From an optimization exercise on the open Yosys and OpenROAD flow, aimed at small area and a short achievable clock period; shortcuts taken in it are not production practice.
Where RTL was checked, it was by simulation tests only, not by an equivalence proof against the original.
No functional check of the RTL was part of runs 2 to 4.

`design.v`:
```
module sorting_network_top (
  input          clk_i,
  input          rst_i,
  input  [99:0]  data_i,
  input          data_valid_i,
  output [99:0]  data_o,
  output         data_valid_o
);
  sorting_network #(
    .NUMBER_WIDTH   ( 10 ),
    .NUMBERS_AMOUNT ( 10 )
  ) u_sorting_network (
    .clk_i        ( clk_i        ),
    .rst_i        ( rst_i        ),
    .data_i       ( data_i       ),
    .data_valid_i ( data_valid_i ),
    .data_o       ( data_o       ),
    .data_valid_o ( data_valid_o )
  );
endmodule

module sorting_network #(
  parameter int NUMBER_WIDTH   = 10,
  parameter int NUMBERS_AMOUNT = 10
)(
  input                                                 clk_i,
  input                                                 rst_i,
  input  [NUMBERS_AMOUNT - 1 : 0][NUMBER_WIDTH - 1 : 0] data_i,
  input                                                 data_valid_i,
  output [NUMBERS_AMOUNT - 1 : 0][NUMBER_WIDTH - 1 : 0] data_o,
  output                                                data_valid_o
);
localparam int LAYERS_AMOUNT = NUMBERS_AMOUNT + 1;
function logic [2 * NUMBER_WIDTH - 1 : 0] comp_and_swap
(
  input logic [2 * NUMBER_WIDTH - 1 : 0] unsorted_data
);
  logic [2 * NUMBER_WIDTH - 1 : 0] sorted_data;
  if( unsorted_data[NUMBER_WIDTH - 1 : 0] > unsorted_data[2 * NUMBER_WIDTH - 1 : NUMBER_WIDTH] )
    begin
      sorted_data[NUMBER_WIDTH - 1 : 0]                = unsorted_data[2 * NUMBER_WIDTH - 1 : NUMBER_WIDTH];
      sorted_data[2 * NUMBER_WIDTH - 1 : NUMBER_WIDTH] = unsorted_data[NUMBER_WIDTH - 1 : 0];
    end
  else
    begin
      sorted_data[NUMBER_WIDTH - 1 : 0]                = unsorted_data[NUMBER_WIDTH - 1 : 0];
      sorted_data[2 * NUMBER_WIDTH - 1 : NUMBER_WIDTH] = unsorted_data[2 * NUMBER_WIDTH - 1 : NUMBER_WIDTH];
    end
  comp_and_swap = sorted_data;
endfunction
logic [LAYERS_AMOUNT - 1 : 0][NUMBERS_AMOUNT - 1 : 0][NUMBER_WIDTH - 1 : 0] network;
logic [LAYERS_AMOUNT - 1 : 0][NUMBERS_AMOUNT - 1 : 0][NUMBER_WIDTH - 1 : 0] network_comb;
logic [LAYERS_AMOUNT - 1 : 0]                                               data_valid_d;
always_comb
  begin
    network_comb[0] = data_i;
    network_comb[LAYERS_AMOUNT - 1 : 1] = network[LAYERS_AMOUNT - 1 : 1];
    for( int layer = 1; layer < LAYERS_AMOUNT; layer++ )
      if( layer % 2 )
        if( NUMBERS_AMOUNT % 2 )
          begin
            for( int pair = 0; pair < NUMBERS_AMOUNT - 1; pair += 2 )
              network_comb[layer][pair + 1 -: 2] = comp_and_swap( network[layer - 1][pair + 1 -: 2] );
            network_comb[layer][NUMBERS_AMOUNT - 1] = network[layer - 1][NUMBERS_AMOUNT - 1];
          end
        else
          for( int pair = 0; pair < NUMBERS_AMOUNT; pair += 2 )
            network_comb[layer][pair + 1 -: 2] = comp_and_swap( network[layer - 1][pair + 1 -: 2] );
      else
        if( NUMBERS_AMOUNT % 2 )
          begin
            network_comb[layer][0] = network[layer - 1][0];
            for( int pair = 1; pair < NUMBERS_AMOUNT; pair += 2 ) 
              network_comb[layer][pair + 1 -: 2] = comp_and_swap( network[layer - 1][pair + 1 -: 2] );
          end
        else
          begin
            network_comb[layer][0]                  = network[layer - 1][0];
            for( int pair = 1; pair < NUMBERS_AMOUNT - 1; pair += 2 ) 
              network_comb[layer][pair + 1 -: 2] = comp_and_swap( network[layer - 1][pair + 1 -: 2] );
            network_comb[layer][NUMBERS_AMOUNT - 1] = network[layer - 1][NUMBERS_AMOUNT - 1];
          end
  end
always_ff @( posedge clk_i, posedge rst_i )
  if( rst_i )
    network <= '0;
  else
    network <= network_comb;
always_ff @( posedge clk_i, posedge rst_i )
  if( rst_i )
    data_valid_d <= '0;
  else
    begin
      data_valid_d[0] <= data_valid_i;
      for( int i = 1; i < LAYERS_AMOUNT; i++ )
        data_valid_d[i] <= data_valid_d[i - 1];
    end
assign data_o       = network[LAYERS_AMOUNT - 1];
assign data_valid_o = data_valid_d[LAYERS_AMOUNT - 1];
endmodule
```
`constraint.sdc`:
```
create_clock -name core_clock -period 5.0 [get_ports {clk_i}]
set_input_delay 1.0000 -clock core_clock [delete_from_list [all_inputs] [get_ports {clk_i}]]
set_output_delay 1.0000 -clock core_clock [all_outputs]
set_load 0.01 [all_outputs]
```
`config.mk`:
```
export PLATFORM = sky130hd
export DESIGN_NAME = sorting_network_top
export DESIGN_NICKNAME = sorting_network_top
export VERILOG_FILES = /design/flow/design.v
export SDC_FILE = /design/flow/constraint.sdc
export NUM_CORES = 4
export LEC_CHECK = 0
export CAP_MARGIN = 20
export CORE_MARGIN = 2
export CORE_UTILIZATION = 40
export SLEW_MARGIN = 20
```
`run.sh`:
```
#!/bin/bash
# synth_recipe.tcl (not shown) runs the flow's synth.tcl, then flattens the netlist and writes it again
# the make line also repeats each setting of config.mk as NAME=value (left out here)
make -C /OpenROAD-flow-scripts/flow DESIGN_CONFIG=/design/flow/config.mk WORK_HOME=/design/flow/orfs CLKGATE_MAP_FILE= SYNTH_SCRIPT=/design/flow/synth_recipe.tcl finish
```
==> results of run 1 <==
## cell type report
type / instances / area, µm²
fill: 16800 / 101000
multi-input combinational: 4815 / 37400
sequential: 1111 / 27800
clock buffer: 170 / 3560
timing repair buffer: 315 / 3010
tap: 2355 / 2950
inverter: 496 / 1870
clock inverter: 56 / 643
## registers in the layout, summed over array words and instances (netlist names)
| register | flops |
|---|---|
| u_sorting_network.data_valid_d | 11 |
| u_sorting_network.network | 1100 |
## per-layer routing
| metal | GRT usage, % | routed length (µm) | vias to the layer above |
|---|---|---|---|
| met4 | 4.62 | 3700 | 0 |
| met5 | 0 | 0 | - |
| met1 | 26.1 | 78000 | 28000 |
| met3 | 2.26 | 7800 | 276 |
| li1 | - | - | 26900 |
| met2 | 30.0 | 82800 | 1595 |
## cells by family (layout without fill, tap and decap cells)
kind of cell    Yosys count  count (layout)  synth area share (%)
compound gates         2160            2160                  26.0
flops                  1111            1111                  38.8
buf+inv                1316            1037                  9.02
simple gates           2205            2205                  18.3
fa+ha+maj               450             450                  7.86
## stage by stage
| stage | util [%] | setup WS, ps | hold slack (ps) | instances |
|---|---|---|---|---|
| finish | 43.3 | 2330 | 330 | 9318 |
| global route | 43.3 | 2230 | 344 | 9318 |
| CTS | 43.3 | 2230 | 342 | 9318 |
| detailed placement | 41.0 | 2340 | 335 | 9092 |
| global placement | 41.0 | 2360 | 332 | 9090 |
| floorplan | - | -11330 | 331 | 7242 |
## worst register-to-register path, cell delays in order (launching register included)
cell      delay [ps]
dfrtp_1          430
inv_1             80
ha_1             320
a21oi_1          290
o211a_1          630
and3_4           540
o211ai_2         150
## worst min path at each step
stage | start | to | slack (ps)
6_report | u_sorting_network.network[796] | u_sorting_network.network[896] | 330
5_1_grt | u_sorting_network.network[700] | u_sorting_network.network[800] | 340
4_1_cts | u_sorting_network.network[796] | u_sorting_network.network[896] | 340
3_5_place_dp | u_sorting_network.data_valid_d[1] | u_sorting_network.data_valid_d[2] | 330
3_3_place_gp | u_sorting_network.data_valid_d[3] | u_sorting_network.data_valid_d[4] | 330
2_1_floorplan | u_sorting_network.data_valid_d[9] | u_sorting_network.data_valid_d[10] | 330
## cell usage in the layout, fill, tap and decap left out, types with 101 or more instances in the layout
cell             instances
clkdlybuf4s50_1        203
o21ai_0                739
clkbuf_16              121
a21oi_1                135
dfrtp_1               1111
nand3_1                900
ha_1                   450
inv_1                  495
o21ai_1                161
nand4_1                990
o211ai_2               945
buf_4                  101
==> flow_metrics.py, run 1 <==
metrics = {
    "critical_path": {
        "cp_slowest_cell": "clkdlybuf4s50_1",
        "arrival_ps": 1670,
        "path_depth": 1,
        "endpoint": "data_o[17]",
        "start_kind": "register",
        "worstPathBufferInverterCount": 1,
        "reg2reg_from": "u_sorting_network.network[749]",
        "crit_chain": "clkdlybuf4s50_1",
        "crit_type": "register to output port",
        "r2r_end": "u_sorting_network.network[833]",
        "cp-startpoint": "u_sorting_network.network[1017]",
        "path_max_fanout": 1,
        "reg2reg_slack_ps": 2420,
        "max_stage_delay_ps": 540,
        "reg2reg_depth": 6,
        "path_delay_family": "buffers and inverters",
        "cp-end-kind": "output port",
        "cp_data_required_time_ps": 4000,
    },
    "route": {
        "final_antenna_net_count": 0,
        "drc": 0,
        "wire_per_inst_um": 18.5,
        "drt_first_pass_iters": 6,
        "drtIter0Drc": 5383,
        "viasPerCell": 6.09,
        "vias": 56700,
        "wirelength_mm": 172,
    },
    "cts": {
        "cts_buffer_depth": 3,
        "post-cts-setup-buffers": 0,
        "postCtsHoldBufs": 0,
        "clk_latency_ps": 760,
        "cts_resized": 0,
        "cts_sinks": 1111,
        "cts_root_buffer": "clkbuf_16",
        "cts_tree": "yes",
        "numCtsBuffers": 119,
        "clk_pin_slew_ps": 60,
        "htreeDepth": 3,
    },
    "grt": {
        "grt_pass1_vias": 54400,
        "grt_pass1_wl_mm": 286,
        "grt_use_total_pct": 18.5,
        "grt_max_degree": 156,
        "overflow": 0,
        "antenna_found_initial": 0,
    },
    "final_layout": {
        "diodes": 0,
        "nNetsFinal": 7411,
        "syn_to_final_growth_pct": 7.77,
        "final_cell_area_um2": 77200,
        "drive_above_1_share_pct": 19.5,
    },
    "sta": {
        "finalHoldViolations": 0,
        "clock.fmax_ghz": 0.374,
        "finalCritPeriodShare_pct": 53.4,
        "tightestPinTransition_ps": 923,
        "rsz0062_at_grt": "no",
        "report.final.slew_viol_count": 0,
        "fin_crit_ps": 2670,
        "slew_headroom_pct": 38.3,
        "fin_setup_tns_ps": 0,
        "skew_ps": 30.7,
        "setup_viol": 0,
    },
    "logic_synthesis": {
        "synth_area_leaders": "dfrtp_1, o211ai_2, nand4_1",
        "yosysMostFrequentCell": "dfrtp_1",
        "synth_edf_count": 0,
        "syn-num-nets": 7795,
        "synth_top_area_share_pct": 38.8,
        "synth_commonest_cells": "dfrtp_1, nand4_1, o211ai_2, nand3_1, o21ai_0",
        "ys_types": 23,
        "yosys_register_bits": 1111,
        "async_reset_ff_share_pct": 100,
        "seq_area_frac_synth_pct": 38.8,
        "netlist.top_cell.by_area": "dfrtp_1",
        "syn_avg_cell_area_um2": 9.89,
        "syn_area_um2": 71700,
        "synthFlopType": "dfrtp_1",
        "synthCells": 7242,
        "ys_warn_count": 1,
    },
    "floorplan": {
        "rows": 155,
        "core_um2": 178000,
        "pin_count": 204,
        "start_util_pct": 40.2,
        "dieArea_um2": 183000,
        "die_w_um": 427,
        "die_h_um": 427,
    },
    "worst_hold_path": {
        "hp-class": "register to register",
        "hold_depth": 0,
    },
    "run_status": {
        "status": "complete, no violations",
    },
    "place": {
        "dpl.hpwl_mm": 118,
        "port_buffers": 203,
        "placedInstanceArea_um2": 73000,
        "gp_congestion": 0.874,
    },
    "job": {
        "drv_cap": 0,
    },
}
==> run 2: changes to the inputs <==
==> design.v (replaced) <==
module sorting_network_top (
  input          clk_i,
  input          rst_i,
  input  [99:0]  data_i,
  input          data_valid_i,
  output [99:0]  data_o,
  output         data_valid_o
);
  sorting_network #(
    .NUMBER_WIDTH   ( 10 ),
    .NUMBERS_AMOUNT ( 10 )
  ) u_sorting_network (
    .clk_i        ( clk_i        ),
    .rst_i        ( rst_i        ),
    .data_i       ( data_i       ),
    .data_valid_i ( data_valid_i ),
    .data_o       ( data_o       ),
    .data_valid_o ( data_valid_o )
  );
endmodule

module sorting_network #(
  parameter int NUMBER_WIDTH   = 10,
  parameter int NUMBERS_AMOUNT = 10
)(
  input                                                 clk_i,
  input                                                 rst_i,
  input  [NUMBERS_AMOUNT - 1 : 0][NUMBER_WIDTH - 1 : 0] data_i,
  input                                                 data_valid_i,
  output [NUMBERS_AMOUNT - 1 : 0][NUMBER_WIDTH - 1 : 0] data_o,
  output                                                data_valid_o
);
localparam int N  = NUMBERS_AMOUNT;
localparam int W  = NUMBER_WIDTH;
localparam int RW = $clog2( N + 1 );
logic [N - 1 : 0][N - 1 : 0]         gt_comb;
logic [N - 1 : 0][N - 1 : 0]         gt_q;
logic [N - 1 : 0][W - 1 : 0]         data_q;
logic [N - 1 : 0][RW - 1 : 0]        rank;
logic [N - 1 : 0][W - 1 : 0]         sorted_comb;
logic [N - 1 : 0][W - 1 : 0]         sorted_q;
logic [1 : 0]                        valid_d;
always_comb
  begin
    gt_comb = '0;
    for( int i = 0; i < N; i++ )
      for( int j = i + 1; j < N; j++ )
        gt_comb[i][j] = data_i[i] > data_i[j];
  end
always_ff @( posedge clk_i )
  begin
    data_q <= data_i;
    for( int i = 0; i < N; i++ )
      for( int j = i + 1; j < N; j++ )
        gt_q[i][j] <= gt_comb[i][j];
  end
always_comb
  begin
    for( int i = 0; i < N; i++ )
      begin
        rank[i] = '0;
        for( int j = 0; j < N; j++ )
          if( j < i )
            rank[i] = rank[i] + RW'( !gt_q[j][i] );
          else if( j > i )
            rank[i] = rank[i] + RW'( gt_q[i][j] );
      end
    for( int k = 0; k < N; k++ )
      begin
        sorted_comb[k] = '0;
        for( int i = 0; i < N; i++ )
          sorted_comb[k] = sorted_comb[k] | ( data_q[i] & {W{rank[i] == RW'( k )}} );
      end
  end
always_ff @( posedge clk_i )
  sorted_q <= sorted_comb;
always_ff @( posedge clk_i, posedge rst_i )
  if( rst_i )
    valid_d <= '0;
  else
    valid_d <= { valid_d[0], data_valid_i };
assign data_o       = sorted_q;
assign data_valid_o = valid_d[1];
endmodule
==> flow_metrics.py, run 2 <==
metrics = {
    "route": {
        "wirelength_mm": 135,
        "drc": 0,
        "vias": 27500,
        "drtIter0Drc": 3958,
        "drt_first_pass_iters": 12,
        "viasPerCell": 7.04,
        "wire_per_inst_um": 34.4,
        "final_antenna_net_count": 0,
    },
    "logic_synthesis": {
        "yosys_register_bits": 247,
        "ys_warn_count": 1,
        "netlist.top_cell.by_area": "ha_1",
        "seq_area_frac_synth_pct": 20.7,
        "syn-num-nets": 3542,
        "synth_top_area_share_pct": 26.7,
        "synth_commonest_cells": "ha_1, nand2_1, o22ai_1, dfxtp_1, inv_1",
        "ys_types": 60,
        "synth_area_leaders": "ha_1, dfxtp_1, o22ai_1",
        "async_reset_ff_share_pct": 0.810,
        "synthCells": 2879,
        "syn_area_um2": 23900,
        "syn_avg_cell_area_um2": 8.31,
        "synthFlopType": "dfxtp_1",
        "yosysMostFrequentCell": "ha_1",
        "synth_edf_count": 0,
    },
    "cts": {
        "clk_latency_ps": 620,
        "clk_pin_slew_ps": 70,
        "cts_tree": "yes",
        "cts_root_buffer": "clkbuf_16",
        "htreeDepth": 1,
        "cts_sinks": 247,
        "post-cts-setup-buffers": 0,
        "cts_resized": 0,
        "cts_buffer_depth": 3,
        "postCtsHoldBufs": 0,
        "numCtsBuffers": 30,
    },
    "critical_path": {
        "start_kind": "register",
        "cp_slowest_cell": "a31o_1",
        "path_delay_family": "adder cells",
        "arrival_ps": 5200,
        "cp_data_required_time_ps": 5480,
        "worstPathBufferInverterCount": 3,
        "max_stage_delay_ps": 530,
        "crit_type": "register to register",
        "crit_chain": "inv_1 > ha_1 > inv_1 > fa_1 > fa_1 > fa_1 > inv_1 > ha_1 > fa_1 > nor2b_1 > a31o_1 > nand3_1 > o21ai_0 > or3_1 > or3_1",
        "path_max_fanout": 10,
        "cp-end-kind": "register",
        "path_common_cell": "fa_1",
    },
    "final_layout": {
        "nNetsFinal": 3772,
        "mostFrequentLayoutCells": "ha_1, nand2_1, o22ai_1, dfxtp_1, inv_1",
        "nFillCells": 5646,
        "drive_above_1_share_pct": 6.22,
        "syn_to_final_growth_pct": 18.9,
        "final_common_cell": "ha_1",
        "reg.largest.list": "u_sorting_network.data_q x100, u_sorting_network.sorted_q x100, u_sorting_network.gt_q x45",
        "final_cells": 3910,
    },
    "worst_hold_path": {
        "hp-class": "register to register",
    },
    "grt": {
        "overflow": 0,
        "grt_max_degree": 26,
        "grt_use_total_pct": 41.7,
        "grt_pass1_wl_mm": 190,
        "grt_pass1_vias": 27000,
        "antenna_found_initial": 3,
    },
    "place": {
        "dp_cells": 3850,
        "dpl_worst_slack_ps": 228,
        "port_buffers": 203,
        "dpl.hpwl_mm": 97.5,
        "gp_congestion": 1.05,
    },
    "sta": {
        "finalCritPeriodShare_pct": 94.2,
        "skew_ps": 18.3,
        "rsz0062_at_grt": "no",
        "clock.fmax_ghz": 0.212,
        "finalHoldViolations": 0,
        "tightestPinTransition_ps": 1110,
        "setup_viol": 0,
        "slew_headroom_pct": 26.0,
        "finalWorstSetupSlack_ps": 288,
        "report.final.slew_viol_count": 0,
        "fin_setup_tns_ps": 0,
        "fin_crit_ps": 4710,
        "whs_ps": 357,
    },
    "run_status": {
        "status": "complete, no violations",
    },
    "floorplan": {
        "rows": 89,
        "core_um2": 59000,
        "die_w_um": 249,
        "start_util_pct": 40.5,
        "dieArea_um2": 61800,
        "pin_count": 204,
        "die_h_um": 249,
    },
    "job": {
        "drv_cap": 0,
    },
}
-- run 2: cell types whose count changed after synthesis, sizes merged, moves of 254 or more --
| cell | change |
|---|---|
| buf | -411 |
| clkbuf | -291 |
| dfrtp | -1109 |
| inv | -282 |
| nand3 | -780 |
| nand4 | -909 |
| o211ai | -967 |
| o21ai | -837 |
| o22ai | +254 |
-- run 2: cell type report --
class / instances / area, µm² / share of cell area (%)
Multi-Input combinational cell: 2318 / 17800 / 62.6
Sequential cell: 247 / 4950 / 17.4
Timing Repair Buffer: 298 / 2830 / 9.96
Tap cell: 773 / 967 / 3.40
Clock buffer: 36 / 803 / 2.82
Inverter: 214 / 803 / 2.82
Clock inverter: 20 / 273 / 0.959
Antenna cell: 4 / 10.0 / 0.0352
-- run 2: cells by family (layout without fill, tap and decap cells) --
family	Yosys count	after routing	synth area share (%)
buf+inv	314	568	5.12
flops	247	247	20.7
fa+ha+maj	560	560	30.9
simple gates	919	919	19.0
other cells	0	4	0
compound gates	839	839	24.3
-- run 2: worst paths after layout --
| check | from | end | slack [ps] | cells past startpoint |
|---|---|---|---|---|
| setup / recovery | u_sorting_network.gt_q[1] | u_sorting_network.sorted_q[2] | 290 | 15 |
| hold / removal | u_sorting_network.valid_d[0] | u_sorting_network.valid_d[1] | 360 | 0 |
| setup reg to reg | u_sorting_network.gt_q[1] | u_sorting_network.sorted_q[2] | 290 | 15 |
| hold reg to reg | u_sorting_network.valid_d[0] | u_sorting_network.valid_d[1] | 360 | 0 |
| max in group asynchronous | rst_i | u_sorting_network.valid_d[0] | 4350 | 2 |
| min in group asynchronous | rst_i | u_sorting_network.valid_d[1] | 540 | 2 |
-- run 2: layer usage --
metal / share of wire, % / up-vias / GRT usage (%) / wire length [µm]
li1: - / 11500 / - / -
met4: 8.5 / 2 / 29.0 / 11500
met1: 37 / 13000 / 49.9 / 49100
met2: 43 / 2337 / 64.7 / 57300
met5: 0.013 / - / 0 / 18
met3: 12 / 675 / 11.4 / 16500
-- run 2: stage by stage --
step                      util, %  instance area (µm²)
after global routing         48.2                28400
after detailed placement     46.4                27400
after global placement       46.4                27400
final                        48.2                28400
after floorplan                 -                23900
after CTS                    48.2                28400
==> run 3: changes to the inputs <==
==> design.v (replaced) <==
module sorting_network_top (
  input          clk_i,
  input          rst_i,
  input  [99:0]  data_i,
  input          data_valid_i,
  output [99:0]  data_o,
  output         data_valid_o
);
  sorting_network #(
    .NUMBER_WIDTH   ( 10 ),
    .NUMBERS_AMOUNT ( 10 )
  ) u_sorting_network (
    .clk_i        ( clk_i        ),
    .rst_i        ( rst_i        ),
    .data_i       ( data_i       ),
    .data_valid_i ( data_valid_i ),
    .data_o       ( data_o       ),
    .data_valid_o ( data_valid_o )
  );
endmodule

module sorting_network #(
  parameter int NUMBER_WIDTH   = 10,
  parameter int NUMBERS_AMOUNT = 10
)(
  input                                                 clk_i,
  input                                                 rst_i,
  input  [NUMBERS_AMOUNT - 1 : 0][NUMBER_WIDTH - 1 : 0] data_i,
  input                                                 data_valid_i,
  output [NUMBERS_AMOUNT - 1 : 0][NUMBER_WIDTH - 1 : 0] data_o,
  output                                                data_valid_o
);
localparam int N = NUMBERS_AMOUNT;
localparam int W = NUMBER_WIDTH;
function automatic logic gt_f( input logic [W - 1 : 0] a, input logic [W - 1 : 0] b );
  logic c;
  c = 1'b0;
  for( int i = 0; i < W; i++ )
    c = ( a[i] & ~b[i] ) | ( a[i] & c ) | ( ~b[i] & c );
  gt_f = c;
endfunction
function automatic logic [3 : 0] csa9_f( input logic [8 : 0] b );
  logic [2 : 0] s, c;
  logic         w1, w2a, w2b, w4;
  for( int g = 0; g < 3; g++ )
    begin
      s[g] = b[3 * g] ^ b[3 * g + 1] ^ b[3 * g + 2];
      c[g] = ( b[3 * g] & b[3 * g + 1] ) | ( b[3 * g] & b[3 * g + 2] ) | ( b[3 * g + 1] & b[3 * g + 2] );
    end
  w1  = s[0] ^ s[1] ^ s[2];
  w2a = ( s[0] & s[1] ) | ( s[0] & s[2] ) | ( s[1] & s[2] );
  w2b = c[0] ^ c[1] ^ c[2];
  w4  = ( c[0] & c[1] ) | ( c[0] & c[2] ) | ( c[1] & c[2] );
  csa9_f = { w4, w2b, w2a, w1 };
endfunction
function automatic logic [9 : 0] dec_f( input logic [3 : 0] r );
  logic [4 : 0] m;
  m[0] = ~r[3] & ~r[2] & ~r[1];
  m[1] = ~r[3] & ( r[2] ^ r[1] );
  m[2] = ( ~r[3] & r[2] & r[1] ) | ( r[3] & ~r[2] & ~r[1] );
  m[3] = r[3] & ( r[2] ^ r[1] );
  m[4] = r[3] & r[2] & r[1];
  for( int k = 0; k < 10; k++ )
    dec_f[k] = m[k / 2] & ( r[0] == k[0] );
endfunction
logic [N - 1 : 0][N - 1 : 0]  gt;
logic [N - 1 : 0][8 : 0]      votes;
logic [N - 1 : 0][3 : 0]      rank;
logic [N - 1 : 0][9 : 0]      sel;
logic [N - 1 : 0][W - 1 : 0]  sorted;
logic [N - 1 : 0][W - 1 : 0]  data_q1;
logic [N - 1 : 0][W - 1 : 0]  sorted_q;
logic [N - 1 : 0][3 : 0]      rank_q;
logic [1 : 0]                 valid_d;
always_comb
  begin
    gt = '0;
    for( int i = 0; i < N; i++ )
      for( int j = i + 1; j < N; j++ )
        gt[i][j] = gt_f( data_i[i], data_i[j] );
  end
always_comb
  for( int i = 0; i < N; i++ )
    begin
      for( int j = 0; j < N - 1; j++ )
        votes[i][j] = ( j < i ) ? !gt[j][i] : gt[i][j + 1];
      rank[i] = csa9_f( votes[i] );
    end
always_comb
  for( int k = 0; k < N; k++ )
    begin
      sorted[k] = '0;
      for( int i = 0; i < N; i++ )
        begin
          sel[i]    = dec_f( rank_q[i] );
          sorted[k] = sorted[k] | ( data_q1[i] & {W{sel[i][k]}} );
        end
    end
always_ff @( posedge clk_i )
  begin
    data_q1  <= data_i;
    rank_q   <= rank;
    sorted_q <= sorted;
  end
always_ff @( posedge clk_i, posedge rst_i )
  if( rst_i )
    valid_d <= '0;
  else
    valid_d <= { valid_d[0], data_valid_i };
assign data_o       = sorted_q;
assign data_valid_o = valid_d[1];
endmodule
==> flow_metrics.py, run 3 <==
metrics = {
    "critical_path": {
        "cp_slowest_cell": "clkdlybuf4s50_1",
        "path_max_fanout": 8,
        "crit_type": "input pin to register",
        "reg2reg_slack_ps": 2550,
        "cp_data_required_time_ps": 5440,
        "start_kind": "input pin",
        "arrival_ps": 5060,
        "cp-end-kind": "register",
        "max_stage_delay_ps": 750,
        "crit_chain": "clkdlybuf4s50_1 > buf_4 > a222oi_1 > o221ai_1 > o21ai_0 > buf_4 > o21ai_0 > a222oi_1 > a21oi_1 > fa_1 > inv_1 > fa_1",
    },
    "sta": {
        "slew_headroom_pct": 9.65,
        "tightestPinTransition_ps": 1350,
        "fin_crit_ps": 4620,
        "finalCritPeriodShare_pct": 92.5,
        "finalHoldViolations": 0,
        "skew_ps": 20.6,
        "clock.fmax_ghz": 0.216,
        "setup_viol": 0,
        "rsz0062_at_grt": "no",
        "report.final.slew_viol_count": 0,
    },
    "final_layout": {
        "diodes": 0,
        "nNetsFinal": 2550,
        "drive_above_1_share_pct": 13.4,
        "final_common_cell": "a22oi_1",
        "mostFrequentLayoutCells": "a22oi_1, dfxtp_1, clkdlybuf4s50_1, buf_4, nor2_1",
        "reg.largest.list": "u_sorting_network.data_q1 x100, u_sorting_network.sorted_q x100, u_sorting_network.rank_q x40",
        "syn_to_final_growth_pct": 22.1,
        "fin_util_pct": 49.2,
    },
    "cts": {
        "clk_pin_slew_ps": 60,
        "numCtsBuffers": 27,
        "postCtsHoldBufs": 0,
        "cts_tree": "yes",
        "cts_root_buffer": "clkbuf_16",
        "post-cts-setup-buffers": 0,
        "clk_latency_ps": 570,
        "cts_sinks": 242,
        "cts_resized": 0,
        "cts_buffer_depth": 3,
        "htreeDepth": 1,
    },
    "logic_synthesis": {
        "async_reset_ff_share_pct": 0.826,
        "synthCells": 2242,
        "syn_area_um2": 18200,
        "ys_types": 64,
        "yosysMostFrequentCell": "a22oi_1",
        "yosys_register_bits": 242,
        "syn_avg_cell_area_um2": 8.11,
        "synth_top_area_share_pct": 26.4,
        "seq_area_frac_synth_pct": 26.7,
        "ys_warn_count": 1,
        "synthFlopType": "dfxtp_1",
        "synth_edf_count": 0,
        "netlist.top_cell.by_area": "dfxtp_1",
        "syn-num-nets": 2394,
        "synth_area_leaders": "dfxtp_1, a22oi_1, a221oi_1",
        "synth_commonest_cells": "a22oi_1, dfxtp_1, nor2_1, clkbuf_1, a221oi_1",
    },
    "floorplan": {
        "rows": 78,
        "die_h_um": 217,
        "start_util_pct": 40.3,
        "pin_count": 204,
        "dieArea_um2": 47200,
        "die_w_um": 217,
        "core_um2": 45100,
    },
    "place": {
        "port_buffers": 203,
        "gp_congestion": 1.09,
        "dpl.hpwl_mm": 81.2,
    },
    "route": {
        "wire_per_inst_um": 36.9,
        "final_antenna_net_count": 0,
        "drtIter0Drc": 4266,
        "viasPerCell": 7.62,
        "drc": 0,
        "drt_first_pass_iters": 7,
        "wirelength_mm": 111,
        "vias": 23000,
    },
    "grt": {
        "grt_pass1_vias": 21700,
        "grt_max_degree": 19,
        "met3_usage_pct": 11.0,
        "use_met2_pct": 69.1,
        "grt_pass1_wl_mm": 158,
        "grt_use_total_pct": 45.7,
        "overflow": 0,
        "antenna_found_initial": 1,
        "grt-busiest-layer": "met2",
        "gr-usage-met1_pct": 58.2,
    },
    "job": {
        "drv_cap": 0,
    },
    "run_status": {
        "status": "complete, no violations",
    },
    "worst_hold_path": {
        "hp-class": "register to register",
    },
}
run 3: cell types whose count changed after synthesis, moves of 93 or more:
cell,previous run,this run
nand3_1,120,5
nand2_1,277,57
a22oi_1,60,370
ha_1,510,6
a221oi_1,25,118
o22ai_1,254,82
inv_1,214,98
run 3: path summary, 6_finish.rpt:
check	depth (start not counted)	from	to
worst max register to register	7	u_sorting_network.rank_q[14]	u_sorting_network.sorted_q[55]
worst min register to register	0	u_sorting_network.valid_d[0]	u_sorting_network.valid_d[1]
worst min-delay path	0	u_sorting_network.valid_d[0]	u_sorting_network.valid_d[1]
min in group asynchronous	2	rst_i	u_sorting_network.valid_d[0]
worst max-delay path	12	data_i[24]	u_sorting_network.rank_q[28]
max in group asynchronous	2	rst_i	u_sorting_network.valid_d[1]
run 3: kinds of logic after synthesis:
| kind of cell | share of synthesized area, % |
|---|---|
| and+or+nand+nor | 12.7 |
| DFF | 26.7 |
| adders and majority gates | 7.01 |
| xor gates and xnor gates | 0.867 |
| AOI/OAI and AO/OA | 43.5 |
| buffers and inverters | 9.16 |
run 3: worst max-delay path, delay by kind of cell:
| family | cells | cell delay (ps) |
|---|---|---|
| adder cells (fa/ha/maj) | 2 | 1000 |
| buffers and inverters | 4 | 1350 |
| AO/OA/AOI/OAI | 6 | 1700 |
run 3: through the flow:
stage	worst slack [ps]	hold slack, ps	std cells	instance area (µm²)	setup TNS (ps)
6_report	375	367	3013	22200	0
3_5_place_dp	-70.9	341	2967	21300	-70.9
3_3_place_gp	-49.5	339	2966	21300	-49.5
4_1_cts	505	365	3011	22200	0
5_1_grt	288	379	3013	22200	0
2_1_floorplan	1310	331	2242	18200	0
run 3: final cells by class:
type	count	area, µm²
Fill cell	4386	22900
Multi-Input combinational cell	1608	11800
Sequential cell	242	4850
Timing Repair Buffer	393	3470
Tap cell	600	751
Clock buffer	34	722
Inverter	126	475
Clock inverter	10	143
run 3: routing by layer:
metal,wire (µm),vias up
met4,9120,0
met1,40900,11000
met2,47400,2270
li1,-,9156
met3,13900,578
met5,0,-
==> run 4: changes to the inputs <==
--- a/config.mk
+++ b/config.mk
@@ -10,2 +10,3 @@
 export CORE_UTILIZATION = 40
+export SETUP_SLACK_MARGIN = 2.5
 export SLEW_MARGIN = 20
==> flow_metrics.py, run 4 <==
metrics = {
    "run_status": {
        "status": "complete, no violations",
    },
    "final_layout": {
        "multiInputGateArea_um2": 13100,
        "seqCellArea_um2": 4850,
        "syn_to_final_growth_pct": 39.6,
        "final_cell_area_um2": 25400,
        "reg.largest.list": "u_sorting_network.data_q1 x100, u_sorting_network.sorted_q x100, u_sorting_network.rank_q x40",
        "final_common_cell": "a22oi_1",
        "final_cells": 3201,
        "nFillCells": 4136,
        "mostFrequentLayoutCells": "a22oi_1, buf_4, dfxtp_1, nor2_1, clkdlybuf4s50_1",
        "drive_above_1_share_pct": 32.9,
        "nNetsFinal": 2731,
    },
    "floorplan": {
        "start_util_pct": 40.3,
        "rows": 78,
        "pin_count": 204,
        "die_w_um": 217,
        "die_h_um": 217,
        "core_um2": 45100,
        "dieArea_um2": 47200,
    },
    "route": {
        "drc": 0,
        "vias": 24300,
        "viasPerCell": 7.59,
        "wire_per_inst_um": 37.1,
        "drtIter0Drc": 4315,
        "drt_first_pass_iters": 13,
        "wirelength_mm": 119,
        "final_antenna_net_count": 0,
    },
    "logic_synthesis": {
        "synth_compound_area_share_pct": 43.5,
        "syn-num-nets": 2394,
        "yosys_register_bits": 242,
        "synthCells": 2242,
        "synth_commonest_cells": "a22oi_1, dfxtp_1, nor2_1, clkbuf_1, a221oi_1",
        "yosysMostFrequentCell": "a22oi_1",
        "ys_types": 64,
        "synth_mux_area_share_pct": 0,
        "synth_xor_area_share_pct": 0.867,
        "synth_edf_count": 0,
        "synth_top_family_by_area": "compound AO/OA/AOI/OAI gates",
        "netlist.top_cell.by_area": "dfxtp_1",
        "synth_top_area_share_pct": 26.4,
        "synthFlopType": "dfxtp_1",
        "yosys.area_share.simple_pct": 12.7,
        "ys_warn_count": 1,
        "seq_area_frac_synth_pct": 26.7,
        "synthAdderAreaFrac_pct": 7.01,
        "synth_area_leaders": "dfxtp_1, a22oi_1, a221oi_1",
        "syn_avg_cell_area_um2": 8.11,
        "syn_area_um2": 18200,
        "async_reset_ff_share_pct": 0.826,
    },
    "sta": {
        "report.final.slew_viol_count": 0,
        "fin_setup_tns_ps": 0,
        "finalCritPeriodShare_pct": 72.2,
        "fin_crit_ps": 3610,
        "setup_viol": 0,
        "whs_ps": 354,
        "finalHoldViolations": 0,
        "slew_headroom_pct": 14.9,
        "skew_ps": 29.2,
        "tightestPinTransition_ps": 1270,
        "rsz0062_at_grt": "yes",
        "clock.fmax_ghz": 0.277,
    },
    "cts": {
        "cts_tree": "yes",
        "cts_sinks": 242,
        "clk_pin_slew_ps": 70,
        "cts_buffer_depth": 3,
        "numCtsBuffers": 26,
        "cts_root_buffer": "clkbuf_16",
        "postCtsHoldBufs": 0,
        "htreeDepth": 1,
        "clk_latency_ps": 580,
    },
    "place": {
        "gp_congestion": 1.09,
        "placedInstanceArea_um2": 21500,
        "dp_cells": 2964,
        "dpl.hpwl_mm": 82.0,
        "port_buffers": 203,
    },
    "grt": {
        "overflow": 0,
        "grt_use_total_pct": 48.7,
        "antenna_found_initial": 4,
        "grt_max_degree": 19,
        "grt_pass1_vias": 22900,
        "grt_pass1_wl_mm": 168,
    },
    "worst_hold_path": {
        "hp-class": "register to register",
        "min_from": "u_sorting_network.valid_d[0]",
    },
    "critical_path": {
        "crit_type": "input pin to register",
        "reg2reg_from": "u_sorting_network.rank_q[17]",
        "cp-startpoint": "data_i[86]",
        "cp_data_required_time_ps": 5510,
        "arrival_ps": 4120,
        "cp-end-kind": "register",
        "start_kind": "input pin",
        "path_max_fanout": 6,
        "reg2reg_slack_ps": 2540,
    },
    "job": {
        "drv_cap": 0,
    },
}
-- run 4: cell counts after synthesis --
No cell type changed its count.
-- run 4: critical path: stages --
cell      delay (ps)
buf_4            130
inv_4             80
a222oi_1         510
o221ai_1         250
o21ai_2          310
o21ai_1          120
a222oi_1         460
a21oi_1          130
fa_2             560
inv_2             40
fa_2             510
-- run 4: final cells by class --
| type | count | share of cell area, % |
|---|---|---|
| flip-flops and latches | 242 | 19.1 |
| clock buffers | 33 | 2.79 |
| repair inverters | 5 | 0.143 |
| well taps | 600 | 2.96 |
| diodes | 4 | 0.0394 |
| inverters | 126 | 2.46 |
| multi-input cells | 1608 | 51.6 |
| repair buffers | 570 | 20.3 |
| clock inverters | 13 | 0.537 |
-- run 4: logic make-up after synthesis --
kind of cell | Yosys count
fa+ha+maj | 80
compound gates | 1057
xor+xnor | 18
flops | 242
simple gates | 453
buf+inv | 392
-- run 4: metal layers --
| metal | vias up | GRT usage [%] | wire length [µm] |
|---|---|---|---|
| met1 | 11500 | 61.5 | 42600 |
| li1 | 9548 | - | - |
| met5 | - | 0 | 14 |
| met3 | 739 | 14.5 | 16700 |
| met4 | 2 | 34.1 | 11100 |
| met2 | 2553 | 70.9 | 48300 |
-- run 4: through the flow --
step	utilization [%]	worst slack [ps]
after global routing	56.3	1300
after floorplan	-	1400
final	56.3	1390
after detailed placement	47.8	174
after CTS	54.6	1530
after global placement	47.6	328
-- run 4: what timing repair did --
| item | 4_1_cts | 5_1_grt |
|---|---|---|
| resized for setup | 635 | 118 |
| endpoints found under the setup margin | 40 | 44 |
| setup buffers | 128 | 43 |
| pin swaps | 141 | 85 |
| cloned | 12 | 1 |
| endpoints found under the hold margin | 0 | 0 |
-- run 4: worst paths after layout --
kind,to,depth (start not counted)
max,u_sorting_network.rank_q[32],11
min,u_sorting_network.valid_d[1],0
max reg2reg,u_sorting_network.sorted_q[43],7
min reg2reg,u_sorting_network.valid_d[1],0
max in group asynchronous,u_sorting_network.valid_d[0],2
min in group asynchronous,u_sorting_network.valid_d[1],2
==> run 5: changes to the inputs <==
--- a/design.v
+++ b/design.v
@@ -71,5 +71,7 @@
 logic [N - 1 : 0][W - 1 : 0]  data_q1;
+logic [N - 1 : 0][W - 1 : 0]  data_q2;
 logic [N - 1 : 0][W - 1 : 0]  sorted_q;
+logic [N - 1 : 0][N - 1 : 0]  gt_q;
 logic [N - 1 : 0][3 : 0]      rank_q;
-logic [1 : 0]                 valid_d;
+logic [2 : 0]                 valid_d;
 always_comb
@@ -85,3 +87,3 @@
       for( int j = 0; j < N - 1; j++ )
-        votes[i][j] = ( j < i ) ? !gt[j][i] : gt[i][j + 1];
+        votes[i][j] = ( j < i ) ? !gt_q[j][i] : gt_q[i][j + 1];
       rank[i] = csa9_f( votes[i] );
@@ -95,3 +97,3 @@
           sel[i]    = dec_f( rank_q[i] );
-          sorted[k] = sorted[k] | ( data_q1[i] & {W{sel[i][k]}} );
+          sorted[k] = sorted[k] | ( data_q2[i] & {W{sel[i][k]}} );
         end
@@ -101,2 +103,6 @@
     data_q1  <= data_i;
+    for( int i = 0; i < N; i++ )
+      for( int j = i + 1; j < N; j++ )
+        gt_q[i][j] <= gt[i][j];
+    data_q2  <= data_q1;
     rank_q   <= rank;
@@ -108,5 +114,5 @@
   else
-    valid_d <= { valid_d[0], data_valid_i };
+    valid_d <= { valid_d[1 : 0], data_valid_i };
 assign data_o       = sorted_q;
-assign data_valid_o = valid_d[1];
+assign data_valid_o = valid_d[2];
 endmodule
--- a/config.mk
+++ b/config.mk
@@ -10,3 +10,3 @@
 export CORE_UTILIZATION = 40
-export SETUP_SLACK_MARGIN = 2.5
+export SETUP_SLACK_MARGIN = 2.7
 export SLEW_MARGIN = 20
==> flow_metrics.py, run 5 <==
metrics = {
    "grt": {
        "grt_use_total_pct": 42.2,
        "grt_pass1_wl_mm": 174,
        "grt_max_degree": 21,
        "overflow": 0,
        "grt_pass1_vias": 23500,
        "antenna_found_initial": 2,
    },
    "critical_path": {
        "crit_type": "register to register",
        "path_max_fanout": 10,
        "cp-end-kind": "register",
        "arrival_ps": 2900,
        "start_kind": "register",
        "cp_data_required_time_ps": 5470,
        "reg2reg_depth": 4,
    },
    "final_layout": {
        "syn_to_final_growth_pct": 24.3,
        "final_common_cell": "dfxtp_1",
        "final_cells": 3299,
        "final_cell_area_um2": 27500,
        "drive_above_1_share_pct": 18.2,
        "diodes": 0,
        "reg.largest.list": "u_sorting_network.data_q1 x100, u_sorting_network.data_q2 x100, u_sorting_network.sorted_q x100",
        "mostFrequentLayoutCells": "dfxtp_1, a22oi_1, nor2b_1, nand2b_1, dlygate4sd2_1",
        "nNetsFinal": 2716,
    },
    "logic_synthesis": {
        "synthFlopType": "dfxtp_1",
        "synth_edf_count": 0,
        "syn_area_um2": 22100,
        "async_reset_ff_share_pct": 0.773,
        "synthCells": 2434,
        "netlist.top_cell.by_area": "dfxtp_1",
        "syn_avg_cell_area_um2": 9.09,
        "synth_commonest_cells": "dfxtp_1, a22oi_1, nor2b_1, nand2b_1, clkbuf_1",
        "yosysMostFrequentCell": "dfxtp_1",
        "ys_warn_count": 1,
        "yosys_register_bits": 388,
        "seq_area_frac_synth_pct": 35.2,
        "syn-num-nets": 2587,
        "ys_types": 63,
        "synth_top_area_share_pct": 34.8,
        "synth_area_leaders": "dfxtp_1, a22oi_1, nor2b_1",
    },
    "place": {
        "port_buffers": 203,
        "placedInstanceArea_um2": 24500,
        "gp_congestion": 0.997,
        "dpl.hpwl_mm": 87.7,
        "dp_cells": 3150,
    },
    "sta": {
        "report.final.slew_viol_count": 0,
        "fin_setup_tns_ps": 0,
        "clock.fmax_ghz": 0.411,
        "setup_viol": 0,
        "finalHoldViolations": 0,
        "slew_headroom_pct": 12.1,
        "fin_crit_ps": 2430,
        "rsz0062_at_grt": "yes",
        "tightestPinTransition_ps": 1310,
        "finalCritPeriodShare_pct": 48.6,
        "skew_ps": 35.2,
    },
    "floorplan": {
        "core_um2": 54900,
        "die_w_um": 239,
        "dieArea_um2": 57200,
        "rows": 86,
        "start_util_pct": 40.3,
        "die_h_um": 239,
        "pin_count": 204,
    },
    "route": {
        "final_antenna_net_count": 0,
        "viasPerCell": 7.37,
        "vias": 24300,
        "drt_first_pass_iters": 10,
        "drtIter0Drc": 4412,
        "drc": 0,
        "wirelength_mm": 124,
        "wire_per_inst_um": 37.6,
    },
    "cts": {
        "cts_buffer_depth": 3,
        "cts_tree": "yes",
        "cts_sinks": 388,
        "cts_root_buffer": "clkbuf_16",
        "clk_latency_ps": 590,
        "clk_pin_slew_ps": 70,
        "numCtsBuffers": 41,
        "postCtsHoldBufs": 0,
        "htreeDepth": 2,
    },
    "worst_hold_path": {
        "hp-class": "register to register",
        "hold_depth": 0,
    },
    "run_status": {
        "status": "complete, no violations",
    },
    "job": {
        "drv_cap": 0,
    },
}
## run 5: changes by cell type after synthesis, moves of 43 or more
cell,before,now
nand2b_1,74,160
dfxtp_1,240,385
nor2b_1,23,224
a22oi_1,370,304
nor2_1,142,55
a211oi_1,2,46
a21oi_1,95,46
o2111ai_1,2,45
o21ai_0,86,37
## run 5: kinds of logic after synthesis
family / after synthesis / synth area share (%)
adders and majority gates: 51 / 4.57
xor gates and xnor gates: 10 / 0.701
and+or+nand+nor: 705 / 19.6
AOI/OAI and AO/OA: 938 / 33.8
buffers and inverters: 342 / 6.19
DFF: 388 / 35.2
## run 5: layout make-up
type	count	area (µm²)
inverters	99	465
repair buffers	327	3000
clock buffers	52	1150
well taps	704	881
flip-flops and latches	388	7780
repair inverters	2	12.5
fillers	5125	27400
clock inverters	23	260
multi-input cells	1704	14000
## run 5: critical path, cell delays in order, from the launching register on
cell and delay (ps):
dfxtp_1 620, nand2b_1 180, nor3_2 990, a221oi_1 260
nand4_1 250
## run 5: worst paths after layout
check	slack [ps]	from	to
worst max register to register	2570	u_sorting_network.rank_q[16]	u_sorting_network.sorted_q[15]
worst min register to register	320	u_sorting_network.data_q1[81]	u_sorting_network.data_q2[81]
worst min-delay path	320	u_sorting_network.data_q1[81]	u_sorting_network.data_q2[81]
max in group asynchronous	4270	rst_i	u_sorting_network.valid_d[2]
min in group asynchronous	610	rst_i	u_sorting_network.valid_d[0]
worst max-delay path	2570	u_sorting_network.rank_q[16]	u_sorting_network.sorted_q[15]
## run 5: what timing repair did
item / CTS / global route
setup endpoints to repair: 156 / 79
buffers inserted: 40 / 27
pin swaps: 86 / 37
gates cloned: 1 / 4
resized for setup: 455 / 158
## run 5: per-layer routing
metal	up-vias	share of wire (%)	global-route usage [%]
li1	9770	-	-
met1	11700	36	50.6
met2	2178	44	66.0
met3	639	11	9.46
met4	0	9.4	32.4
met5	-	0	0
## run 5: per-stage QoR
| stage | setup WS [ps] | utilization, % | hold slack, ps |
|---|---|---|---|
| finish | 2570 | 50.2 | 318 |
| global placement | 976 | 44.5 | 310 |
| detailed placement | 1040 | 44.6 | 312 |
| global route | 2550 | 50.2 | 321 |
| CTS | 2650 | 49.2 | 322 |
| floorplan | 2720 | - | 310 |
==> run 6: changes to the inputs <==
==> flow/run.sh (new file) <==
#!/bin/bash
# The standard layout (the standard.sh: ORFS synthesis through finish), with two
# changes to how ORFS builds it:
#  - the port buffers that buffer_ports inserts are buf_4 cells instead of the delay-cell
#    footprint it picks by default, and
#  - timing repair may resize cells across footprints (MATCH_CELL_FOOTPRINT=0).
# Every tool's output goes to ORFS's own logs; make's output goes to flow_make.log here.
set -euo pipefail
bash standard.sh MATCH_CELL_FOOTPRINT=0 "BUFFER_PORTS_ARGS=-buffer_cell sky130_fd_sc_hd__buf_4" finish > flow_make.log 2>&1
==> standard.sh (new file) <==
#!/bin/bash
# synth_recipe.tcl (not shown) runs the flow's synth.tcl, then flattens the netlist and writes it again
# the make line also repeats each setting of config.mk as NAME=value (left out here)
make -C /OpenROAD-flow-scripts/flow DESIGN_CONFIG=/design/flow/config.mk WORK_HOME=/design/flow/orfs CLKGATE_MAP_FILE= SYNTH_SCRIPT=/design/flow/synth_recipe.tcl "${@:-finish}"
--- a/config.mk
+++ b/config.mk
@@ -10,3 +10,3 @@
 export CORE_UTILIZATION = 40
-export SETUP_SLACK_MARGIN = 2.7
+export SETUP_SLACK_MARGIN = 2.9
 export SLEW_MARGIN = 20
removed: run.sh
==> flow_metrics.py, run 6 <==
metrics = {
    "run_status": {
        "status": "complete, no violations",
    },
    "route": {
        "drc": 0,
        "wirelength_mm": 123,
        "drtIter0Drc": 4490,
        "wire_per_inst_um": 37.8,
        "viasPerCell": 7.38,
        "vias": 24100,
        "drt_first_pass_iters": 11,
        "final_antenna_net_count": 0,
    },
    "logic_synthesis": {
        "synth_top_area_share_pct": 34.8,
        "async_reset_ff_share_pct": 0.773,
        "synthFlopType": "dfxtp_1",
        "yosys_register_bits": 388,
        "seq_area_frac_synth_pct": 35.2,
        "synthCells": 2434,
        "yosysMostFrequentCell": "dfxtp_1",
        "syn_avg_cell_area_um2": 9.09,
        "syn-num-nets": 2587,
        "syn_area_um2": 22100,
        "ys_warn_count": 1,
        "ys_types": 63,
        "synth_edf_count": 0,
        "synth_area_leaders": "dfxtp_1, a22oi_1, nor2b_1",
        "synth_commonest_cells": "dfxtp_1, a22oi_1, nor2b_1, nand2b_1, clkbuf_1",
        "netlist.top_cell.by_area": "dfxtp_1",
    },
    "floorplan": {
        "pin_count": 204,
        "dieArea_um2": 57200,
        "die_h_um": 239,
        "rows": 86,
        "core_um2": 54900,
        "start_util_pct": 40.3,
        "die_w_um": 239,
    },
    "final_layout": {
        "fin_util_pct": 48.9,
        "final_common_cell": "dfxtp_1",
        "drive_above_1_share_pct": 22.3,
        "syn_to_final_growth_pct": 21.4,
        "nFillCells": 5095,
        "mostFrequentLayoutCells": "dfxtp_1, a22oi_1, buf_4, nor2b_1, nand2b_1",
        "final_cell_area_um2": 26900,
        "nNetsFinal": 2679,
        "reg.largest.list": "u_sorting_network.data_q1 x100, u_sorting_network.data_q2 x100, u_sorting_network.sorted_q x100",
    },
    "critical_path": {
        "crit_chain": "buf_4 > nor2b_1 > a211oi_1 > o21ai_0 > o2111ai_1 > o311ai_0",
        "start_kind": "input pin",
        "cp-end-kind": "register",
        "max_stage_delay_ps": 690,
        "arrival_ps": 2830,
        "cp_data_required_time_ps": 5420,
        "path_delay_family": "compound AO/OA/AOI/OAI gates",
        "cp_slowest_cell": "a211oi_1",
        "crit_type": "input pin to register",
        "reg2reg_slack_ps": 2850,
        "worstPathBufferInverterCount": 1,
        "path_max_fanout": 19,
    },
    "place": {
        "gp_congestion": 1.04,
        "placedInstanceArea_um2": 23800,
        "dpl.hpwl_mm": 88.1,
        "dpl_worst_slack_ps": 1650,
        "port_buffers": 203,
    },
    "grt": {
        "overflow": 0,
        "grt_use_total_pct": 41.9,
        "antenna_found_initial": 7,
        "grt_pass1_vias": 22600,
        "grt_max_degree": 21,
        "grt_pass1_wl_mm": 172,
    },
    "cts": {
        "cts_tree": "yes",
        "cts_root_buffer": "clkbuf_16",
        "clk_pin_slew_ps": 60,
        "cts_sinks": 388,
        "numCtsBuffers": 41,
        "cts_buffer_depth": 3,
        "htreeDepth": 2,
        "postCtsHoldBufs": 0,
        "clk_latency_ps": 590,
    },
    "worst_hold_path": {
        "hp-class": "input pin to async pin",
    },
    "sta": {
        "fin_setup_tns_ps": 0,
        "skew_ps": 41.5,
        "rsz0062_at_grt": "yes",
        "slew_headroom_pct": 35.7,
        "clock.fmax_ghz": 0.414,
        "setup_viol": 0,
        "fin_crit_ps": 2410,
        "report.final.slew_viol_count": 0,
        "whs_ps": 316,
        "tightestPinTransition_ps": 960,
        "finalWorstSetupSlack_ps": 2590,
        "finalHoldViolations": 0,
        "finalCritPeriodShare_pct": 48.3,
    },
    "job": {
        "drv_cap": 0,
    },
}
run 6: cell types whose count changed in the layout (fill, tap and decap cells not counted), moves of 15 or more:
cell             delta
buf_4             +173
dlygate4sd2_1     -113
clkdlybuf4s50_1    -21
clkdlybuf4s15_2    -18
clkbuf_2           -17
dlymetal6s2s_1     -17
buf_2              -15
run 6: cell type report:
cell class,instances,area [µm²],area share [%]
Antenna cell,1,2.50,0.00932
Clock buffer,52,1130,4.20
Clock inverter,23,277,1.03
Inverter,99,427,1.59
Multi-Input combinational cell,1704,13900,51.9
Sequential cell,388,7790,29.0
Tap cell,704,881,3.28
Timing Repair Buffer,292,2410,8.99
run 6: metal layers:
layer  vias up  part of all wire (%)  track usage, %
met3       628                    11            9.75
met1     11700                    36            50.5
met5         -                     0               0
li1       9687                     -               -
met2      2089                    43            64.8
met4         0                    10            32.1
run 6: what timing repair did:
item	in CTS	in global routing
pin swaps	16	48
gates resized for setup	99	134
hold endpoints to repair	0	0
buffers inserted	25	36
endpoints found under the setup margin	93	105
run 6: stage by stage:
stage / instances
floorplan: 2434
CTS: 3226
global route: 3262
finish: 3263
global placement: 3121
detailed placement: 3126
run 6: logic make-up (layout without fill, tap and decap cells):
family	after synthesis	count (layout)	synth area share (%)
xor gates and xnor gates	10	10	0.701
buffers and inverters	342	466	6.19
DFF	388	388	35.2
adders and majority gates	51	51	4.57
and+or+nand+nor	705	705	19.6
AOI/OAI and AO/OA	938	938	33.8
other	0	1	0
run 6: worst paths after layout:
check | start | endpoint | depth (start not counted)
max in group asynchronous | rst_i | u_sorting_network.valid_d[1] | 2
hold / removal | rst_i | u_sorting_network.valid_d[2] | 2
min in group core_clock | u_sorting_network.data_q1[94] | u_sorting_network.data_q2[94] | 0
hold reg to reg | u_sorting_network.data_q1[94] | u_sorting_network.data_q2[94] | 0
setup reg to reg | u_sorting_network.rank_q[10] | u_sorting_network.sorted_q[41] | 5
setup / recovery | data_i[94] | u_sorting_network.gt_q[59] | 6
==> run 7: changes to the inputs <==
--- a/config.mk
+++ b/config.mk
@@ -10,2 +10,4 @@
 export CORE_UTILIZATION = 40
+export CTS_CLUSTER_DIAMETER = 150
+export CTS_CLUSTER_SIZE = 30
 export SETUP_SLACK_MARGIN = 2.9
==> flow_metrics.py, run 7 <==
metrics = {
    "floorplan": {
        "pin_count": 204,
        "rows": 86,
        "die_w_um": 239,
        "die_h_um": 239,
        "dieArea_um2": 57200,
        "core_um2": 54900,
        "start_util_pct": 40.3,
    },
    "cts": {
        "cts_buffer_depth": 3,
        "cts_sinks": 388,
        "cts_root_buffer": "clkbuf_16",
        "numCtsBuffers": 17,
        "cts_tree": "yes",
        "clk_pin_slew_ps": 110,
        "htreeDepth": 1,
        "clk_latency_ps": 570,
    },
    "logic_synthesis": {
        "synth_commonest_cells": "dfxtp_1, a22oi_1, nor2b_1, nand2b_1, clkbuf_1",
        "synth_top_area_share_pct": 34.8,
        "async_reset_ff_share_pct": 0.773,
        "syn-num-nets": 2587,
        "synthCells": 2434,
        "syn_avg_cell_area_um2": 9.09,
        "synth_area_leaders": "dfxtp_1, a22oi_1, nor2b_1",
        "ys_warn_count": 1,
        "seq_area_frac_synth_pct": 35.2,
        "ys_types": 63,
        "synthFlopType": "dfxtp_1",
        "netlist.top_cell.by_area": "dfxtp_1",
        "synth_edf_count": 0,
        "yosys_register_bits": 388,
        "yosysMostFrequentCell": "dfxtp_1",
        "syn_area_um2": 22100,
    },
    "critical_path": {
        "reg2reg_depth": 5,
        "path_delay_family": "compound AO/OA/AOI/OAI gates",
        "crit_type": "input pin to register",
        "arrival_ps": 2810,
        "max_stage_delay_ps": 560,
        "cp_slowest_cell": "nand4_1",
        "path_depth": 6,
        "cp_data_required_time_ps": 5440,
        "crit_chain": "buf_4 > inv_1 > a22oi_2 > nand4_1 > o2111ai_2 > o311ai_1",
        "path_max_fanout": 12,
        "reg2reg_slack_ps": 2870,
        "cp-end-kind": "register",
        "worstPathBufferInverterCount": 2,
        "start_kind": "input pin",
    },
    "route": {
        "drtIter0Drc": 4550,
        "viasPerCell": 7.43,
        "drt_first_pass_iters": 10,
        "wl_met3_mm": 12.8,
        "wire_per_inst_um": 38.4,
        "final_antenna_net_count": 0,
        "vias": 23900,
        "wirelength_mm": 123,
        "wl_met2_mm": 53.3,
        "wl_met1_mm": 45.3,
        "highest_layer": "met4",
        "drc": 0,
    },
    "final_layout": {
        "drive_above_1_share_pct": 20.6,
        "final_common_cell": "dfxtp_1",
        "nNetsFinal": 2651,
        "syn_to_final_growth_pct": 17.0,
        "reg.largest.list": "u_sorting_network.data_q1 x100, u_sorting_network.data_q2 x100, u_sorting_network.sorted_q x100",
        "mostFrequentLayoutCells": "dfxtp_1, a22oi_1, buf_4, nor2b_1, nand2b_1",
        "fin_util_pct": 47.2,
    },
    "place": {
        "gp_congestion": 1.04,
        "dpl.hpwl_mm": 88.1,
        "port_buffers": 203,
    },
    "sta": {
        "skew_ps": 35.0,
        "clock.fmax_ghz": 0.422,
        "finalHoldViolations": 0,
        "fin_setup_tns_ps": 0,
        "finalCritPeriodShare_pct": 47.4,
        "report.final.slew_viol_count": 0,
        "setup_viol": 0,
        "tightestPinTransition_ps": 996,
        "slew_headroom_pct": 33.5,
        "rsz0062_at_grt": "yes",
        "fin_crit_ps": 2370,
    },
    "worst_hold_path": {
        "hp-class": "input pin to async pin",
    },
    "grt": {
        "grt_pass1_wl_mm": 172,
        "overflow": 0,
        "grt_max_degree": 32,
        "grt_use_total_pct": 41.7,
        "antenna_found_initial": 5,
        "grt_pass1_vias": 22200,
    },
    "job": {
        "drv_cap": 0,
    },
    "run_status": {
        "status": "complete, no violations",
    },
}
run 7: cell types whose count changed in the layout (fill, tap and decap cells not counted), moves of 3 or more:
cell / before / now
a211oi_1: 31 / 34
a211oi_2: 14 / 11
buf_4: 264 / 260
bufinv_16: 3 / 0
clkbuf_1: 5 / 1
clkbuf_16: 41 / 17
clkbuf_8: 6 / 1
clkinv_2: 6 / 1
clkinvlp_4: 18 / 15
inv_6: 4 / 1
run 7: routing by layer:
layer	vias up	GRT usage, %
met5	-	0
met4	0	29.7
met3	627	9.31
met2	2050	65.3
met1	11600	50.8
li1	9598	-
run 7: area by class of cell:
class                           instances  area [µm²]
Fill cell                            5149       29000
Multi-Input combinational cell       1704       13900
Sequential cell                       388        7790
Timing Repair Buffer                  287        2370
Tap cell                              704         881
Clock buffer                           19         443
Inverter                               99         427
Clock inverter                          5        50.0
Timing Repair inverter                  1        7.51
Antenna cell                            2        5.00
run 7: per-stage QoR:
| step | area (µm²) | instances | hold WS, ps | setup slack (ps) |
|---|---|---|---|---|
| CTS | 25000 | 3169 | 297 | 2770 |
| global route | 25900 | 3207 | 296 | 2620 |
| detailed placement | 23800 | 3126 | 312 | 1650 |
| finish | 25900 | 3209 | 304 | 2630 |
| global placement | 23800 | 3121 | 310 | 1380 |
| floorplan | 22200 | 2434 | 310 | 2880 |
run 7: worst paths after layout:
| check | startpoint | end |
|---|---|---|
| worst max register to register | u_sorting_network.rank_q[10] | u_sorting_network.sorted_q[40] |
| worst min-delay path | rst_i | u_sorting_network.valid_d[0] |
| max in group asynchronous | rst_i | u_sorting_network.valid_d[1] |
| worst min register to register | u_sorting_network.data_q1[95] | u_sorting_network.data_q2[95] |
| min in group core_clock | u_sorting_network.data_q1[95] | u_sorting_network.data_q2[95] |
| worst max-delay path | data_i[66] | u_sorting_network.gt_q[26] |
run 7: kinds of logic (layout without fill, tap and decap cells):
family	count (synthesis)	after routing	synth area share [%]
AOI/OAI and AO/OA	938	938	33.8
xor gates and xnor gates	10	10	0.701
adders and majority gates	51	51	4.57
buffers and inverters	342	411	6.19
DFF	388	388	35.2
other	0	2	0
and+or+nand+nor	705	705	19.6
run 7: worst register-to-register path: stages, from the launching register on:
cell	delay (ps)
dfxtp_1	700
nand3b_1	320
a21oi_4	500
a22oi_1	190
nand2_1	90
nand3b_1	220
run 7: what timing repair did:
| item | CTS | global route |
|---|---|---|
| gates resized for setup | 110 | 122 |
| hold buffers | 0 | 0 |
| endpoints found under the setup margin | 92 | 102 |
| pin swaps | 20 | 47 |
| gates cloned | 1 | 0 |
| buffers inserted | 18 | 38 |

separate check: timing with driven ports:
In the flow no input, the clock included, has a driving cell. The finished layouts below were timed again as built, in two steps. Step 1 (the two cells are an assumption about what drives the block):
set clk [get_ports {clk_i}]
set_driving_cell -lib_cell sky130_fd_sc_hd__clkbuf_16 $clk
set_driving_cell -lib_cell sky130_fd_sc_hd__buf_2 [delete_from_list [all_inputs] $clk]
Step 2 moves the port delays by t, midway between the first and last clock arrival at a register: inputs arrive t later, outputs are due t later. That takes back most of the time a late clock gives input paths. a / b / c = ideal ports / drivers / drivers and shift; a / b = the first two.
run	t, ns	slack for setup (ns)	cell pins on the clock port's net
run 1	0.820	2.329 / 2.251 / 2.395	1
run 2	0.671	0.288 / 0.288 / 0.288	1
run 3	0.626	0.375 / 0.397 / -0.229	1
run 4	0.624	1.389 / 1.362 / 0.738	1
run 5	0.639	2.569 / 2.569 / 1.979	1
run 6	0.633	2.585 / 2.624 / 1.991	1
run 7	0.625	2.632 / 2.661 / 2.036	1
With both steps, setup timing fails in run 3, where it was met with ideal ports. The setup slack of run 4, which loses most, moves by -0.027 ns with the drivers and by -0.651 ns with both steps. The worst setup slack also covers recovery checks on asynchronous resets.
